From an optimization exercise on the open Yosys and OpenROAD flow, aimed at small area, a short achievable clock period and few clock cycles per item; shortcuts taken in it are not production practice. Power is estimated from default activity; no workload was simulated.

==> flow/design.v <==
`timescale 1ns / 1ps
module lz77_decomp_core (
    input  logic        clk,
    input  logic        rst_n,
    input  logic        tok_valid,
    input  logic [7:0]  tok_dist,
    input  logic [3:0]  tok_len,
    input  logic [7:0]  tok_lit,
    input  logic        tok_last,
    output logic        tok_pop,
    input  logic        out_room,      
    input  logic        out_room_nx,   
    output logic        f1_nx,         
    output logic [3:0]  k_nx,          
    output logic        out_push,
    output logic [7:0]  out_byte,
    output logic        out_last
);
    localparam int GBITS = 5;                  
    localparam int GSIZE = 1 << GBITS;
    localparam int NGRP  = 256 >> GBITS;
    localparam int SEG = 32;
    logic [7:0] hist [0:255];
    logic [4:0]             rot;       
    logic                   started;   
    logic                   ok;
    assign ok = (rot == '0);
    logic             c1_v, c1_copy, c1_last, c1_d1;
    logic [7:0]       c1_lit;
    logic [GSIZE-1:0] lo_oh;                   
    logic [7-GBITS:0] c1_hi;                   
    logic [3:0]       k;                       
    logic             c2_v, c2_last;
    logic [NGRP-1:0]  c2_gsel;                 
    logic             c2_psel;                 
    logic [7:0]       part [0:NGRP-1];         
    logic shift, f2, f1;
    assign shift = c2_v && out_room && ok;     
    assign f2    = ok && (!c2_v || out_room);  
    assign f1    = !c1_v || f2;                
    logic c2v_next;
    assign c2v_next = f2 ? c1_v : c2_v;
    logic n_copy;
    assign n_copy  = (k != tok_len);
    assign tok_pop = f1 && tok_valid && !n_copy;
    logic       c1v_next, ok_next;
    logic [4:0] rot_next;
    assign c1v_next = f1 ? tok_valid : c1_v;
    assign rot_next = (!shift && started) ? rot + 1'b1 : rot;
    assign ok_next  = (rot_next == '0);
    assign f1_nx    = !c1v_next || (ok_next && (!c2v_next || out_room_nx));
    assign k_nx     = (f1 && tok_valid) ? (n_copy ? k + 1'b1 : 4'd0) : k;
    logic [7:0]       dm1, dm2;
    logic [GSIZE-1:0] oh1;
    assign dm1 = tok_dist - 8'd1;
    assign dm2 = tok_dist - 8'd2;
    always_comb
        for (int j = 0; j < GSIZE; j++) oh1[j] = (dm1[GBITS-1:0] == j);
    always_ff @(posedge clk) begin
        if (!rst_n) begin
            c1_v    <= 1'b0;
            c2_v    <= 1'b0;
            k       <= '0;
            rot     <= '0;
            started <= 1'b0;
        end else begin
            if (shift)        started <= 1'b1;
            rot  <= rot_next;
            k    <= k_nx;
            c1_v <= c1v_next;
            c2_v <= c2v_next;
        end
    end
    always_ff @(posedge clk) begin
        if (f1) begin
            c1_copy <= n_copy;
            c1_last <= tok_last && !n_copy;
            c1_lit  <= tok_lit;
            c1_d1   <= (tok_dist == 8'd1);
            c1_hi   <= c2v_next ? dm2[7:GBITS] : dm1[7:GBITS];
            lo_oh   <= c2v_next ? {oh1[0], oh1[GSIZE-1:1]} : oh1;
        end
        if (f2) begin
            c2_last <= c1_last;
            c2_psel <= c1_copy && c1_d1 && c2_v;
            for (int g = 0; g < NGRP; g++)
                c2_gsel[g] <= c1_copy ? (!(c1_d1 && c2_v) && (c1_hi == g)) : (g == 0);
            for (int g = 0; g < NGRP; g++) begin
                logic [7:0] acc;
                acc = '0;
                for (int j = 0; j < GSIZE; j++)
                    acc = acc | (hist[g * GSIZE + j] & {8{lo_oh[j]}});
                if (g == 0 && !c1_copy) part[g] <= c1_lit;
                else                    part[g] <= acc;
            end
        end
    end
    logic [7:0] nbyte;
    always_comb begin
        nbyte = hist[0] & {8{c2_psel}};
        for (int g = 0; g < NGRP; g++)
            nbyte = nbyte | (part[g] & {8{c2_gsel[g]}});
    end
    always_ff @(posedge clk) begin
        for (int i = 0; i < 256; i++) begin
            if (i % SEG != 0)  hist[i] <= hist[i-1];
            else if (!shift)   hist[i] <= hist[i+SEG-1];
            else if (i == 0)   hist[i] <= nbyte;
            else               hist[i] <= hist[i-1];
        end
    end
    assign out_push = shift;
    assign out_byte = nbyte;
    assign out_last = c2_last;
endmodule
`timescale 1ns/1ps
module lz77_decomp_stream (
    input  logic        clk,
    input  logic        rst_n,
    input  logic [19:0] s_axis_tdata,
    input  logic        s_axis_tvalid,
    output logic        s_axis_tready,
    input  logic        s_axis_tlast,
    output logic [7:0]  m_axis_tdata,
    output logic        m_axis_tvalid,
    input  logic        m_axis_tready,
    output logic        m_axis_tlast
);
    logic [20:0] h_d;
    logic        h_v;
    logic        in_rdy;
    assign s_axis_tready = in_rdy;
    logic acc, pop_tok;
    assign acc = s_axis_tvalid && in_rdy;
    logic        h_v_nx;
    logic [3:0]  h_len_nx;
    logic        out_room_nx, f1_nx;
    logic [3:0]  k_nx;
    assign h_v_nx   = acc || (h_v && !pop_tok);
    assign h_len_nx = acc ? s_axis_tdata[11:8] : h_d[11:8];
    always_ff @(posedge clk) begin
        if (!rst_n) begin
            h_v    <= 1'b0;
            in_rdy <= 1'b1;
        end else begin
            h_v    <= h_v_nx;
            in_rdy <= !h_v_nx || (f1_nx && (k_nx == h_len_nx));
        end
    end
    always_ff @(posedge clk) begin
        if (acc) h_d <= {s_axis_tlast, s_axis_tdata};
    end
    logic       out_room, out_push, out_last;
    logic [7:0] out_byte;
    lz77_decomp_core u_core (
        .clk       (clk),
        .rst_n     (rst_n),
        .tok_valid (h_v),
        .tok_dist  (h_d[19:12]),
        .tok_len   (h_d[11:8]),
        .tok_lit   (h_d[7:0]),
        .tok_last  (h_d[20]),
        .tok_pop   (pop_tok),
        .out_room  (out_room),
        .out_room_nx (out_room_nx),
        .f1_nx     (f1_nx),
        .k_nx      (k_nx),
        .out_push  (out_push),
        .out_byte  (out_byte),
        .out_last  (out_last)
    );
    logic       o_v, k_v;
    logic [8:0] o_d, k_d;
    assign out_room      = !k_v;
    assign out_room_nx   = !((o_v && !pop) && (k_v || out_push));
    assign m_axis_tvalid = o_v;
    assign m_axis_tdata  = o_d[7:0];
    assign m_axis_tlast  = o_d[8];
    logic pop;
    assign pop = o_v && m_axis_tready;
    always_ff @(posedge clk) begin
        if (!rst_n) begin
            o_v <= 1'b0;
            k_v <= 1'b0;
        end else begin
            if (!o_v || pop) begin
                o_v <= k_v || out_push;
                k_v <= 1'b0;
            end else begin
                k_v <= k_v || out_push;
            end
        end
    end
    logic       o_ld;
    logic [8:0] o_new;
    assign o_ld  = !o_v || pop;
    assign o_new = k_v ? k_d : {out_last, out_byte};
    always_ff @(posedge clk) begin
        o_d <= (o_new & {9{o_ld}}) | (o_d & {9{!o_ld}});
        if (!k_v) k_d <= {out_last, out_byte};
    end
endmodule
clock: 7.0 ns
lec_check: 0
cap_margin: 20
core_margin: 2
core_utilization: 40
cts_cluster_diameter: 100
cts_cluster_size: 26
setup_slack_margin: 4.4
slew_margin: 20
run.sh (not shown) runs the stock make flow with config.mk's settings and CLKGATE_MAP_FILE= SYNTH_SCRIPT=/design/flow/synth_recipe.tcl, a recipe that flattens the netlist after the stock synthesis.
Edit:
--- a/flow/design.v
+++ b/flow/design.v
@@ -16,15 +16,15 @@
     output logic [7:0]  out_byte,
     output logic        out_last
 );
     localparam int GBITS = 5;                  
     localparam int GSIZE = 1 << GBITS;
     localparam int NGRP  = 256 >> GBITS;
-    localparam int SEG = 32;
+    localparam int SEG = 64;
     logic [7:0] hist [0:255];
-    logic [4:0]             rot;       
+    logic [5:0]             rot;       
     logic                   started;   
     logic                   ok;
     assign ok = (rot == '0);
     logic             c1_v, c1_copy, c1_last, c1_d1;
     logic [7:0]       c1_lit;
     logic [GSIZE-1:0] lo_oh;                   
@@ -41,13 +41,13 @@
     logic c2v_next;
     assign c2v_next = f2 ? c1_v : c2_v;
     logic n_copy;
     assign n_copy  = (k != tok_len);
     assign tok_pop = f1 && tok_valid && !n_copy;
     logic       c1v_next, ok_next;
-    logic [4:0] rot_next;
+    logic [5:0] rot_next;
     assign c1v_next = f1 ? tok_valid : c1_v;
     assign rot_next = (!shift && started) ? rot + 1'b1 : rot;
     assign ok_next  = (rot_next == '0);
     assign f1_nx    = !c1v_next || (ok_next && (!c2v_next || out_room_nx));
     assign k_nx     = (f1 && tok_valid) ? (n_copy ? k + 1'b1 : 4'd0) : k;
     logic [7:0]       dm1, dm2;
@@ -188,15 +188,11 @@
                 k_v <= 1'b0;
             end else begin
                 k_v <= k_v || out_push;
             end
         end
     end
-    logic       o_ld;
-    logic [8:0] o_new;
-    assign o_ld  = !o_v || pop;
-    assign o_new = k_v ? k_d : {out_last, out_byte};
     always_ff @(posedge clk) begin
-        o_d <= (o_new & {9{o_ld}}) | (o_d & {9{!o_ld}});
-        if (!k_v) k_d <= {out_last, out_byte};
+        if (!o_v || pop) o_d <= k_v ? k_d : {out_last, out_byte};
+        if (!k_v)        k_d <= {out_last, out_byte};
     end
 endmodule
- The new run went through all stages and came out clean
- power is higher by 0.97%
- routed wire length shrinks by 3.0%
- design area is lower by 0.64%
- final cell count goes down by 1.9%
- critical path depth stays the same
- global-route usage drops by 0.52 points
- clock skew stays flat
- non-clock buffer count went down by 7
- first-iteration DRC count goes up by 2.4%
No functional check of the RTL was part of any run of this note.

[static timing again, ports no longer ideal]
The flow's constraints put no driver on any port. The routed layouts listed below were extracted and timed again, unchanged, in two steps.
Step 1, drivers: a clkbuf_16 drives clk and a buf_2 each remaining input, both assumed.
Step 2 also shifts input and output timing later by t, the mid clock arrival at the registers, as if the neighbouring blocks saw the same clock.
a / b / c = ideal ports / drivers / drivers and shift; a / b = the first two.
run | shift t [ns] | slack for setup (ns) | hold slack, ns | worst register clock-pin slew, ns | worst data-port slew with drivers (ns)
the first run | 0.792 | 4.321 / 4.243 / 3.844 | 0.328 / 0.328 / 0.328 | 0.11 / 0.11 | 0.06
the second run | 0.800 | 4.306 / 4.224 / 3.728 | 0.335 / 0.335 / 0.335 | 0.11 / 0.11 | 0.05
After both steps every run listed still meets setup and hold. The setup slack of the second run, which loses most, moves by -0.082 ns with the drivers and by -0.578 ns with both steps.
